Background: an optimization exercise with open tools, aiming at a short achievable clock period and few clock cycles. Do not read the settings as production practice. No activity file was given, so power comes from the tool's default toggle rates.

==> inputs of run a <==
// pipelined_cpu
module pipelined_cpu(
    input clk,
    input rst_n,
    output [15:0]imem_addr,
    input [31:0]imem_rdata,
    output [15:0]dmem_addr,
    output dmem_we,
    output [31:0]dmem_wdata,
    input [31:0]dmem_rdata,
    output debug_wb_have_inst,
    output [31:0]debug_wb_pc,
    output debug_wb_ena,
    output [4:0]debug_wb_reg,
    output [31:0]debug_wb_value
    );
Settings: LEC_CHECK=0, CAP_MARGIN=20, CORE_MARGIN=2, CORE_UTILIZATION=40, SLEW_MARGIN=20; clock period 9.0 ns.
standard.sh (not shown) runs the stock make flow with config.mk's settings and CLKGATE_MAP_FILE= SYNTH_SCRIPT=/design/flow/synth_recipe.tcl, a recipe that flattens the netlist after the stock synthesis.
==> flow/flow/run.sh <==
#!/bin/bash
# Standard layout with two changes: ABC maps the logic against a delay target
# (flow/abc_speed.script replaces ORFS's), and timing repair aims at a tighter
# setup margin. Everything else is ORFS's own scripts, copied unchanged.
set -euo pipefail
rm -rf scripts_mod
cp -r "$FLOW_HOME/scripts" scripts_mod
cp flow/abc_speed.script scripts_mod/abc_speed.script
bash standard.sh SCRIPTS_DIR="$PWD/scripts_mod" SETUP_SLACK_MARGIN=6.5 finish > standard_flow.log 2>&1
==> flow/flow/abc_speed.script <==
strash
dch -f
map -D 1500
buffer -p
upsize -D 1500
dnsize -D 1500
stime -p
==> run b: changes against run a <==
--- a/flow/design.v
+++ b/flow/design.v
@@ -86,14 +86,10 @@
     reg        bt_v   [0:15];
     reg [11:0] bt_tag [0:15];
     reg [15:0] bt_tgt [0:15];
     reg        bt_jal [0:15];
     reg [1:0]  bt_ctr [0:15];
-    reg [6:0]  bt_hist [0:15];  
-    reg [1:0]  bt_ch   [0:15];  
-    reg        bt_ldir [0:15];  
-    reg [1:0]  lpht    [0:127];
     reg        bt_fd   [0:15];  
     reg        bt_zr   [0:15];  
     reg [4:0]  bt_zrs  [0:15];  
     reg [2:0]  bt_ztt  [0:15];  
     reg [31:0] rf_z, rf_n;      
@@ -111,13 +107,10 @@
     reg [4:0]  e_rd;
     reg        e_s_add, e_s_sub, e_s_and, e_s_or, e_s_xor, e_s_sll, e_s_srl, e_s_sra, e_s_b, e_s_link;
     reg        e_zr, m_zr;
     reg [4:0]  e_zrs, m_zrs;
     reg [2:0]  e_ztt, m_ztt;
-    reg [6:0]  e_lh, m_lh;
-    reg [1:0]  e_lch, m_lch;
-    reg        e_lbp, m_lbp;
     reg        m_valid, m_wen, m_ld, m_st, m_br, m_jal, m_jalr, m_jbad, m_taken, m_bhit, m_bok, m_kok;
     reg [16:0] m_k;
     reg [31:0] m_pc, m_sd, m_tgt;
     reg [4:0]  m_rd;
     reg        w_valid, w_wen;
@@ -125,27 +118,18 @@
     reg [4:0]  w_rd;
     wire [15:0] bsel = bidx_q;
     reg [15:0] bt_match, bt_take;
     reg [15:0] pred_tgt;
     reg [16:0] pred_k;
-    reg [6:0]  f_lh;
-    reg [1:0]  f_lch;
-    reg        f_lbp;
     always @* begin
         pred_tgt = 16'd0;
         pred_k = 17'd0;
-        f_lh = 7'd0;
-        f_lch = 2'd0;
-        f_lbp = 1'b0;
         for (j = 0; j < 16; j = j + 1) begin
             bt_match[j] = bsel[j] & bt_v[j] & (bt_tag[j] == pc_f[17:6]);
             bt_take[j] = bt_match[j] & (bt_jal[j] | bt_fd[j]);
             pred_tgt = pred_tgt | ({16{bsel[j]}} & bt_tgt[j]);
             pred_k = pred_k | ({17{bsel[j]}} & bt_k[j]);
-            f_lh = f_lh | ({7{bsel[j]}} & bt_hist[j]);
-            f_lch = f_lch | ({2{bsel[j]}} & bt_ch[j]);
-            f_lbp = f_lbp | (bsel[j] & bt_ctr[j][1]);
         end
     end
     wire lowpc = pc_f[31:18] == 14'd0;
     wire bt_hit = (|bt_match) & lowpc;
     wire pred_t = (|bt_take) & lowpc;
@@ -365,92 +349,27 @@
             if (w_valid && w_wen && decwf[j]) begin
                 rf_z[j] <= rz_w;
                 rf_n[j] <= w_val[31];
             end
     end
-    reg        lu_v, lu_t, lu_bp;
-    reg [3:0]  lu_idx;
-    reg [6:0]  lu_li, lu_pc, lu_hist;
-    reg [1:0]  lu_lp, lu_ch;
-    reg        x_v;
-    reg [3:0]  x_idx;
-    reg [6:0]  x_li;
-    wire [6:0] li_o = m_lh ^ m_pc[8:2];
-    always @(posedge clk or negedge rst_n) begin
-        if (!rst_n) begin
-            lu_v <= 1'b0;
-            x_v <= 1'b0;
-        end else begin
-            lu_v <= u_cnt;
-            x_v <= lu_v;
-        end
-    end
-    always @(posedge clk) begin
-        lu_t <= m_taken;
-        lu_bp <= m_lbp;
-        lu_idx <= m_pc[5:2];
-        lu_li <= li_o;
-        lu_pc <= m_pc[8:2];
-        lu_lp <= lpht[li_o];
-        lu_ch <= m_lch;
-        lu_hist <= m_lh;
-    end
-    wire [1:0] lp_n = lu_t ? ((lu_lp == 2'b11) ? 2'b11 : lu_lp + 2'd1)
-                           : ((lu_lp == 2'b00) ? 2'b00 : lu_lp - 2'd1);
-    wire [6:0] hist_n = {lu_hist[5:0], lu_t};
-    wire [1:0] ch_n = (lu_bp == lu_lp[1]) ? lu_ch :
-                      (lu_lp[1] == lu_t) ? ((lu_ch == 2'b11) ? 2'b11 : lu_ch + 2'd1)
-                                         : ((lu_ch == 2'b00) ? 2'b00 : lu_ch - 2'd1);
-    integer q;
-    always @(posedge clk or negedge rst_n) begin
-        if (!rst_n) begin
-            for (q = 0; q < 128; q = q + 1) lpht[q] <= 2'b01;
-        end else if (lu_v) begin
-            lpht[lu_li] <= lp_n;
-        end
-    end
-    always @(posedge clk) begin
-        x_idx <= lu_idx;
-        x_li <= hist_n ^ lu_pc;
-    end
-    wire ldir_x = lpht[x_li][1];
-    wire [15:0] lsel = 16'd1 << lu_idx;
-    wire [15:0] xsel = 16'd1 << x_idx;
     reg ctr_nx [0:15];
     always @* begin
         for (jj = 0; jj < 16; jj = jj + 1) begin
             ctr_nx[jj] = bt_ctr[jj][1];
             if (u_cnt & usel[jj])
                 ctr_nx[jj] = m_taken ? (bt_ctr[jj] != 2'b00) : (bt_ctr[jj] == 2'b11);
         end
     end
-    reg ch_nx [0:15];
-    reg ld_nx [0:15];
-    always @* begin
-        for (jj = 0; jj < 16; jj = jj + 1) begin
-            ch_nx[jj] = (lu_v & lsel[jj]) ? ch_n[1] : bt_ch[jj][1];
-            ld_nx[jj] = (x_v & xsel[jj]) ? ldir_x : bt_ldir[jj];
-        end
-    end
     always @(posedge clk) begin
         for (j = 0; j < 16; j = j + 1) begin
             if (u_alloc & usel[j]) begin
                 bt_fd[j] <= 1'b1;
                 bt_zr[j] <= m_zr;
                 bt_zrs[j] <= m_zrs;
                 bt_ztt[j] <= m_ztt;
-                bt_hist[j] <= 7'd1;
-                bt_ch[j] <= 2'b01;
-                bt_ldir[j] <= 1'b1;
             end else begin
-                bt_fd[j] <= (ez_ok[j] & ~stall) ? ez_dir[j] : ch_nx[j] ? ld_nx[j] : ctr_nx[j];
-                if (lu_v & lsel[j]) begin
-                    bt_hist[j] <= hist_n;
-                    bt_ch[j] <= ch_n;
-                end
-                if (x_v & xsel[j])
-                    bt_ldir[j] <= ldir_x;
+                bt_fd[j] <= (ez_ok[j] & ~stall) ? ez_dir[j] : ctr_nx[j];
             end
         end
     end
     always @(posedge clk) begin
         for (j = 0; j < 16; j = j + 1) begin
@@ -505,13 +424,10 @@
         e_pc <= pc_f;
         e_link <= pc_inc;
         e_rd <= rd;          
         e_link_oh <= inc_oh;
         e_zr <= zr_now;
-        e_lh <= f_lh;
-        e_lch <= f_lch;
-        e_lbp <= f_lbp;
         e_zrs <= zrs_now;
         e_ztt <= ztt_now;
         e_timm <= is_jal ? imm_j : imm_b;
         e_k <= pred_k;
         e_a  <= a_next;
@@ -549,13 +465,10 @@
         dmem_q <= e_result[17:2];
         m_sd <= SD;
         m_tgt <= act_tgt;
         m_rd <= e_rd;
         m_zr <= e_zr;
-        m_lh <= e_lh;
-        m_lch <= e_lch;
-        m_lbp <= e_lbp;
         m_zrs <= e_zrs;
         m_ztt <= e_ztt;
         m_k <= A[17:1];
     end
     wire [31:0] decw = 32'd1 << m_rd;
--- a/flow/config.mk
+++ b/flow/config.mk
@@ -5,7 +5,7 @@
 export SDC_FILE = /design/flow/constraint.sdc
 export NUM_CORES = 8
 export LEC_CHECK = 0
 export CAP_MARGIN = 20
 export CORE_MARGIN = 2
-export CORE_UTILIZATION = 40
+export CORE_UTILIZATION = 55
 export SLEW_MARGIN = 20
==> run c: changes against run a <==
--- a/flow/design.v
+++ b/flow/design.v
@@ -94,55 +94,52 @@
     reg [1:0]  lpht    [0:127];
     reg        bt_fd   [0:15];  
     reg        bt_zr   [0:15];  
     reg [4:0]  bt_zrs  [0:15];  
     reg [2:0]  bt_ztt  [0:15];  
-    reg [31:0] rf_z, rf_n;      
-    reg [16:0] bt_k   [0:15];   
+    reg        bt_fk   [0:15];  
+    reg        bt_fz   [0:15];  
+    reg        bt_fn   [0:15];  
     reg        e_valid, e_squash;
     reg [31:0] e_pc, e_link, e_timm;
     reg [15:0] e_link_oh;       
     reg [31:0] e_a, e_b, e_sd;
     reg [31:0] e_ca, e_cb;      
     reg [4:0]  e_shl, e_shr, e_sha;    
     reg        e_sd_late, e_a_late, e_b_late;
     reg        e_wen, e_ld, e_st, e_br, e_jal, e_jalr, e_pred, e_bhit;
-    reg [16:0] e_k;             
+    reg [15:0] e_k;             
     reg        e_beq, e_bne, e_blt, e_bge;
     reg [4:0]  e_rd;
     reg        e_s_add, e_s_sub, e_s_and, e_s_or, e_s_xor, e_s_sll, e_s_srl, e_s_sra, e_s_b, e_s_link;
     reg        e_zr, m_zr;
     reg [4:0]  e_zrs, m_zrs;
     reg [2:0]  e_ztt, m_ztt;
     reg [6:0]  e_lh, m_lh;
     reg [1:0]  e_lch, m_lch;
     reg        e_lbp, m_lbp;
     reg        m_valid, m_wen, m_ld, m_st, m_br, m_jal, m_jalr, m_jbad, m_taken, m_bhit, m_bok, m_kok;
-    reg [16:0] m_k;
     reg [31:0] m_pc, m_sd, m_tgt;
     reg [4:0]  m_rd;
     reg        w_valid, w_wen;
     reg [31:0] w_pc, w_val;
     reg [4:0]  w_rd;
     wire [15:0] bsel = bidx_q;
     reg [15:0] bt_match, bt_take;
     reg [15:0] pred_tgt;
-    reg [16:0] pred_k;
     reg [6:0]  f_lh;
     reg [1:0]  f_lch;
     reg        f_lbp;
     always @* begin
         pred_tgt = 16'd0;
-        pred_k = 17'd0;
         f_lh = 7'd0;
         f_lch = 2'd0;
         f_lbp = 1'b0;
         for (j = 0; j < 16; j = j + 1) begin
             bt_match[j] = bsel[j] & bt_v[j] & (bt_tag[j] == pc_f[17:6]);
             bt_take[j] = bt_match[j] & (bt_jal[j] | bt_fd[j]);
             pred_tgt = pred_tgt | ({16{bsel[j]}} & bt_tgt[j]);
-            pred_k = pred_k | ({17{bsel[j]}} & bt_k[j]);
             f_lh = f_lh | ({7{bsel[j]}} & bt_hist[j]);
             f_lch = f_lch | ({2{bsel[j]}} & bt_ch[j]);
             f_lbp = f_lbp | (bsel[j] & bt_ctr[j][1]);
         end
     end
@@ -262,43 +259,40 @@
     wire eq2 = e_ca == e_cb;
     wire lt2;
     cmp_lt32s u_lt2(.a(e_ca), .b(e_cb), .lt(lt2));
     wire taken2 = (e_beq & eq2) | (e_bne & ~eq2) | (e_blt & lt2) | (e_bge & ~lt2);
     wire go = e_jal | (e_br & taken);           
-    wire jalr_ok = e_pred & (A[31:1] == {14'd0, e_k});
+    wire jalr_ok = e_pred & (A[31:1] == {14'd0, e_k, 1'b0});
     wire mispred = e_v & (e_jalr ? ~jalr_ok : (go != e_pred));
     wire [31:0] jalr_tgt = {sum[31:1], 1'b0};
     wire [31:0] act_tgt = e_jalr ? jalr_tgt : tgt_sum;
     wire e_brv = e_v & e_br;
     wire nb_btgt = e_v & e_jal & ~e_pred;                               
     wire nb_link = e_v & e_pred & ~e_jal & ~e_jalr & ~e_br;             
     wire sel_jalr = e_v & e_jalr & ~jalr_ok;
     wire nb_fd = ~(e_brv | nb_btgt | nb_link | sel_jalr);
-    wire sel_ptgt = pred_t;
-    wire sel_inc  = ~pred_t;
+    wire sel_hold = stall;
+    wire sel_ptgt = ~stall & pred_t;
+    wire sel_inc  = ~stall & ~pred_t;
     function [15:0] oh4;
         input [3:0] x;
         oh4 = 16'd1 << x;
     endfunction
     wire [15:0] inc_oh = {bidx_q[14:0], bidx_q[15]};    
-    wire [15:0] fd_oh = ({16{sel_ptgt}} & oh4(pred_tgt[3:0])) | ({16{sel_inc}} & inc_oh);
-    wire [31:0] fd_pc = ({32{sel_ptgt}} & {14'd0, pred_tgt, 2'b00}) | ({32{sel_inc}} & pc_inc);
+    wire [15:0] fd_oh = ({16{sel_hold}} & bidx_q) | ({16{sel_ptgt}} & oh4(pred_tgt[3:0])) | ({16{sel_inc}} & inc_oh);
+    wire [31:0] fd_pc = ({32{sel_hold}} & pc_f) | ({32{sel_ptgt}} & {14'd0, pred_tgt, 2'b00}) | ({32{sel_inc}} & pc_inc);
     wire [31:0] pc_tk = e_pred ? fd_pc : tgt_sum;
     wire [31:0] pc_nt = e_brv ? (e_pred ? e_link : fd_pc)
                       : ({32{nb_btgt}} & tgt_sum) | ({32{nb_link}} & e_link)
                       | ({32{sel_jalr}} & jalr_tgt) | ({32{nb_fd}} & fd_pc);
     wire [15:0] oh_tk = e_pred ? fd_oh : oh4(tgt_sum[5:2]);
     wire [15:0] oh_nt = e_brv ? (e_pred ? e_link_oh : fd_oh)
                       : ({16{nb_btgt}} & oh4(tgt_sum[5:2])) | ({16{nb_link}} & e_link_oh)
                       | ({16{sel_jalr}} & oh4(jalr_tgt[5:2])) | ({16{nb_fd}} & fd_oh);
-    wire s_tk1 = ~stall & e_brv & taken;
-    wire s_nt1 = ~stall & ~(e_brv & taken);
-    wire s_tk2 = ~stall & e_brv & taken2;
-    wire s_nt2 = ~stall & ~(e_brv & taken2);
-    wire [31:0] pc_next = ({32{stall}} & pc_f) | ({32{s_tk1}} & pc_tk) | ({32{s_nt1}} & pc_nt);
-    wire [31:0] pc_next2 = ({32{stall}} & pc_f) | ({32{s_tk2}} & pc_tk) | ({32{s_nt2}} & pc_nt);
-    wire [15:0] bidx_next = ({16{stall}} & bidx_q) | ({16{s_tk2}} & oh_tk) | ({16{s_nt2}} & oh_nt);
+    wire [31:0] pc_next = (e_brv & taken) ? pc_tk : pc_nt;
+    wire [31:0] pc_next2 = (e_brv & taken2) ? pc_tk : pc_nt;
+    wire [15:0] bidx_next = (e_brv & taken2) ? oh_tk : oh_nt;
     always @(posedge clk or negedge rst_n) begin
         if (!rst_n) begin
             pc_f_n <= 32'hffffffff;
             imem_q <= 16'd0;
             bidx_q <= 16'd1;
@@ -319,56 +313,48 @@
             for (j = 0; j < 16; j = j + 1)
                 if (u_alloc & usel[j]) bt_v[j] <= 1'b1;
         end
     end
     wire e_zok = (e_s_and | e_s_or | e_s_xor) & ~e_a_late & ~e_b_late;
-    wire e_nok = e_zok;
     wire ez_e = (e_s_and & ~|(A & B)) | (e_s_or & ~|(A | B)) | (e_s_xor & (A == B));
     wire en_e = (e_s_and & A[31] & B[31]) | (e_s_or & (A[31] | B[31])) | (e_s_xor & (A[31] ^ B[31]));
     wire rz_m = m_res == 32'd0;          
     wire rz_w = w_val == 32'd0;
     wire fd_wr = wen & (rd != 5'd0);
     reg  ez_ok [0:15];
     reg  ez_dir [0:15];
-    reg  ez_z, ez_n, ez_nk;
+    reg  ez_w [0:15];
+    reg  ez_z, ez_n;
     integer jj;
     always @* begin
         for (jj = 0; jj < 16; jj = jj + 1) begin
-            ez_nk = 1'b1;
             ez_ok[jj] = bt_zr[jj] & ~(fd_wr & (rd == bt_zrs[jj]));
+            ez_w[jj] = w_valid & w_wen & (w_rd == bt_zrs[jj]);
             if (bt_zrs[jj] == 5'd0) begin
                 ez_z = 1'b1; ez_n = 1'b0;
             end else if (e_fw & (e_rd == bt_zrs[jj])) begin
-                ez_z = ez_e; ez_n = en_e; ez_nk = e_nok;
-                if (e_ld | ~e_zok) ez_ok[jj] = 1'b0;
+                ez_z = ez_e; ez_n = en_e;
+                if (~e_zok) ez_ok[jj] = 1'b0;
             end else if (m_wen & (m_rd == bt_zrs[jj])) begin
                 ez_z = rz_m; ez_n = m_res[31];
                 if (m_ld) ez_ok[jj] = 1'b0;
-            end else if (w_valid & w_wen & (w_rd == bt_zrs[jj])) begin
+            end else if (ez_w[jj]) begin
                 ez_z = rz_w; ez_n = w_val[31];
             end else begin
-                ez_z = rf_z[bt_zrs[jj]]; ez_n = rf_n[bt_zrs[jj]];
+                ez_z = bt_fz[jj]; ez_n = bt_fn[jj];
+                if (~bt_fk[jj]) ez_ok[jj] = 1'b0;
             end
-            if (~ez_nk & (bt_ztt[jj][2] != bt_ztt[jj][0])) ez_ok[jj] = 1'b0;
             ez_dir[jj] = ez_n ? bt_ztt[jj][2] : ez_z ? bt_ztt[jj][1] : bt_ztt[jj][0];
         end
     end
     wire zr_now = is_br & ((rs1 == 5'd0) | (rs2 == 5'd0));
     wire [4:0] zrs_now = (rs2 == 5'd0) ? rs1 : rs2;
     wire [2:0] ztt_now = (f3 == 3'b000) ? 3'b010 :                           
                          (f3 == 3'b001) ? 3'b101 :                           
                          (f3 == 3'b100) ? ((rs2 == 5'd0) ? 3'b100 : 3'b001) :  
                          (f3 == 3'b101) ? ((rs2 == 5'd0) ? 3'b011 : 3'b110) :  
                                           3'b000;
-    wire [31:0] decwf = 32'd1 << w_rd;
-    always @(posedge clk) begin
-        for (j = 1; j < 32; j = j + 1)
-            if (w_valid && w_wen && decwf[j]) begin
-                rf_z[j] <= rz_w;
-                rf_n[j] <= w_val[31];
-            end
-    end
     reg        lu_v, lu_t, lu_bp;
     reg [3:0]  lu_idx;
     reg [6:0]  lu_li, lu_pc, lu_hist;
     reg [1:0]  lu_lp, lu_ch;
     reg        x_v;
@@ -413,54 +399,59 @@
         x_li <= hist_n ^ lu_pc;
     end
     wire ldir_x = lpht[x_li][1];
     wire [15:0] lsel = 16'd1 << lu_idx;
     wire [15:0] xsel = 16'd1 << x_idx;
-    reg ctr_nx [0:15];
-    always @* begin
-        for (jj = 0; jj < 16; jj = jj + 1) begin
-            ctr_nx[jj] = bt_ctr[jj][1];
-            if (u_cnt & usel[jj])
-                ctr_nx[jj] = m_taken ? (bt_ctr[jj] != 2'b00) : (bt_ctr[jj] == 2'b11);
-        end
-    end
     reg ch_nx [0:15];
     reg ld_nx [0:15];
     always @* begin
         for (jj = 0; jj < 16; jj = jj + 1) begin
             ch_nx[jj] = (lu_v & lsel[jj]) ? ch_n[1] : bt_ch[jj][1];
             ld_nx[jj] = (x_v & xsel[jj]) ? ldir_x : bt_ldir[jj];
         end
     end
+    reg ctr_nx [0:15];
+    always @* begin
+        for (jj = 0; jj < 16; jj = jj + 1) begin
+            ctr_nx[jj] = bt_ctr[jj][1];
+            if (u_cnt & usel[jj])
+                ctr_nx[jj] = m_taken ? (bt_ctr[jj] != 2'b00) : (bt_ctr[jj] == 2'b11);
+        end
+    end
     always @(posedge clk) begin
         for (j = 0; j < 16; j = j + 1) begin
             if (u_alloc & usel[j]) begin
                 bt_fd[j] <= 1'b1;
                 bt_zr[j] <= m_zr;
                 bt_zrs[j] <= m_zrs;
                 bt_ztt[j] <= m_ztt;
+                bt_fk[j] <= 1'b0;
                 bt_hist[j] <= 7'd1;
                 bt_ch[j] <= 2'b01;
                 bt_ldir[j] <= 1'b1;
             end else begin
-                bt_fd[j] <= (ez_ok[j] & ~stall) ? ez_dir[j] : ch_nx[j] ? ld_nx[j] : ctr_nx[j];
+                bt_fd[j] <= ez_ok[j] ? ez_dir[j] : ch_nx[j] ? ld_nx[j] : ctr_nx[j];
                 if (lu_v & lsel[j]) begin
                     bt_hist[j] <= hist_n;
                     bt_ch[j] <= ch_n;
                 end
                 if (x_v & xsel[j])
                     bt_ldir[j] <= ldir_x;
+                if (ez_w[j]) begin
+                    bt_fk[j] <= 1'b1;
+                    bt_fz[j] <= rz_w;
+                    bt_fn[j] <= w_val[31];
+                end
             end
         end
     end
     always @(posedge clk) begin
         for (j = 0; j < 16; j = j + 1) begin
             if (u_alloc & usel[j]) begin
                 bt_tag[j] <= m_pc[17:6];
                 bt_tgt[j] <= m_tgt[17:2];
                 bt_jal[j] <= m_jal | m_jalr;
-                bt_k[j] <= m_k;
                 bt_ctr[j] <= 2'b10;
             end else if (u_cnt & usel[j]) begin
                 if (m_taken) begin
                     if (bt_ctr[j] != 2'b11) bt_ctr[j] <= bt_ctr[j] + 2'd1;
                 end else begin
@@ -503,19 +494,19 @@
     end
     always @(posedge clk) begin
         e_pc <= pc_f;
         e_link <= pc_inc;
         e_rd <= rd;          
-        e_link_oh <= inc_oh;
         e_zr <= zr_now;
         e_lh <= f_lh;
         e_lch <= f_lch;
         e_lbp <= f_lbp;
         e_zrs <= zrs_now;
         e_ztt <= ztt_now;
+        e_link_oh <= inc_oh;
         e_timm <= is_jal ? imm_j : imm_b;
-        e_k <= pred_k;
+        e_k <= pred_tgt;
         e_a  <= a_next;
         e_b  <= b_next;
         e_ca <= ca_next;
         e_cb <= cb_next;
         e_sd <= sd_next;
@@ -535,11 +526,11 @@
             m_st <= e_v & e_st;
             m_br <= e_v & e_br;
             m_jal <= e_v & e_jal;
             m_jalr <= e_v & e_jalr;
             m_jbad <= e_jalr & ~jalr_ok;
-            m_kok <= ~B[0] & (A[31:18] == 14'd0);
+            m_kok <= B == 32'd0;
             m_taken <= taken;
             m_bhit <= e_bhit;
             m_bok <= (e_pc[31:18] == 14'd0) & (act_tgt[31:18] == 14'd0);
         end
     end
@@ -554,11 +545,10 @@
         m_lh <= e_lh;
         m_lch <= e_lch;
         m_lbp <= e_lbp;
         m_zrs <= e_zrs;
         m_ztt <= e_ztt;
-        m_k <= A[17:1];
     end
     wire [31:0] decw = 32'd1 << m_rd;
     always @(posedge clk) begin
         for (j = 1; j < 32; j = j + 1)
             if (m_wen && decw[j])
==> flow/flow/run.sh (replaced) <==
#!/bin/bash
# Standard layout with three changes, all in how the layout is made:
#  - ABC maps the logic against a delay target (flow/abc_speed.script replaces ORFS's);
#  - timing repair aims at a tighter setup margin;
#  - each timing repair runs a second time, to continue from where the first stopped.
# Everything else is ORFS's own scripts, copied unchanged.
set -euo pipefail
rm -rf scripts_mod
cp -r "$FLOW_HOME/scripts" scripts_mod
cp flow/abc_speed.script scripts_mod/abc_speed.script
sed -i '0,/^  log_cmd repair_timing {\*}\$additional_args$/s//  log_cmd repair_timing {*}$additional_args\n  log_cmd repair_timing {*}$additional_args/' scripts_mod/util.tcl
bash standard.sh SCRIPTS_DIR="$PWD/scripts_mod" SETUP_SLACK_MARGIN=6.0 finish > standard_flow.log 2>&1
==> flow/config.mk (replaced) <==
export PLATFORM = sky130hd
export DESIGN_NAME = pipelined_cpu
export DESIGN_NICKNAME = pipelined_cpu
export VERILOG_FILES = /design/flow/design.v
export SDC_FILE = /design/flow/constraint.sdc
export NUM_CORES = 8
export LEC_CHECK = 0
export CAP_MARGIN = 40
export CORE_MARGIN = 2
export CORE_UTILIZATION = 35
export SLEW_MARGIN = 40
==> notes <==
Run c finished with timing, DRC and antenna clean. Run b ended with an error in global routing with GRT-0232. Run a finished with timing, DRC and antenna clean. Against run c, the non-clock buffer count of run a is lower by 36. Against run c, the via count of run a is higher by about 11%. In run a the die area is lower than in run c, by 2.3%. Sequential power: run a is larger than run c (about 10%). Against run a, the wire length of run c is smaller by 4.6%. Between run c and run b, the lower synthesized cell count is in run b (gap 1.2%, measured against run b). Area after synthesis: run b is smaller than run a (11%). In run a the sequential share of layout area is higher than in run c, by 1.6 points. In run c the critical path depth is higher than in run a, by 4. In run a the clock power is higher than in run c, by about 9%.
==> figures <==
	run b	run a	run c
Final Cycle Share	-	40.7%	39.7%
Total clock sinks	2635	3103	2799
Result of the run	aborted with a tool error	complete, no violations	complete, no violations
Last stage reached	global routing	-	-
Multi-Input Combinational	-	12.9k	11.7k
Post-layout nets	-	19.7k	18.2k
Met1 Wirelength	-	299 mm	295 mm
Post-route total power	-	39.9 mW	37.2 mW
Cell depth of the worst min-delay path	-	0	0
Sw Ratio	-	32.0%	33.4%
Sum of buffers and inverters on the critical path	-	3	6
Top power consumer group	-	registers	registers
Synthesized-area fraction occupied by xor and xnor cells	1.23%	1.14%	1.82%
Type of the setup path with the least slack	-	reg -> reg	reg -> reg
Die Outline Area	-	0.409 mm^2	0.419 mm^2
Total iterations of the first detailed-routing run	-	10	7
Classification of the worst-slack hold path	-	reg -> reg	reg -> reg
Count of cell instances traversed by the critical path	-	16	20
Max-cap violation count	-	0	0
Final setup violation count	-	0	0
Beginning of the worst hold path	-	m_lch[1]	e_zrs[1]
Seq power	-	16.9 mW	15.2 mW
Initial core utilization	55.2%	40.1%	35.1%
No functional check of the RTL was part of any run of this note.

[static timing again, ports no longer ideal]
The results above use ideal ports. As a check the final layouts listed here were re-extracted and re-timed, cells and wires unchanged. Step 1 assumes that a clkbuf_16 drives the clock port and a buf_2 every other input. Step 2 moves the port delays by t, midway between the first and last clock arrival at a register: inputs arrive t later, outputs are due t later. That takes back most of the time a late clock gives input paths. Slacks: ideal ports / drivers / drivers and shift; pairs: ideal ports / drivers.
run	t, ns	setup WS [ns]	latest minus earliest clock arrival (ns)	pins driven straight from the clock port
run a	1.099	5.340 / 5.312 / 4.213	0.109 / 0.108	1
run c	1.101	5.427 / 5.290 / 4.189	0.108 / 0.108	1
After both steps every run listed still meets setup and hold. For run c, which loses most, drivers alone change the setup slack by -0.137 ns; drivers and shift together by -1.238 ns.
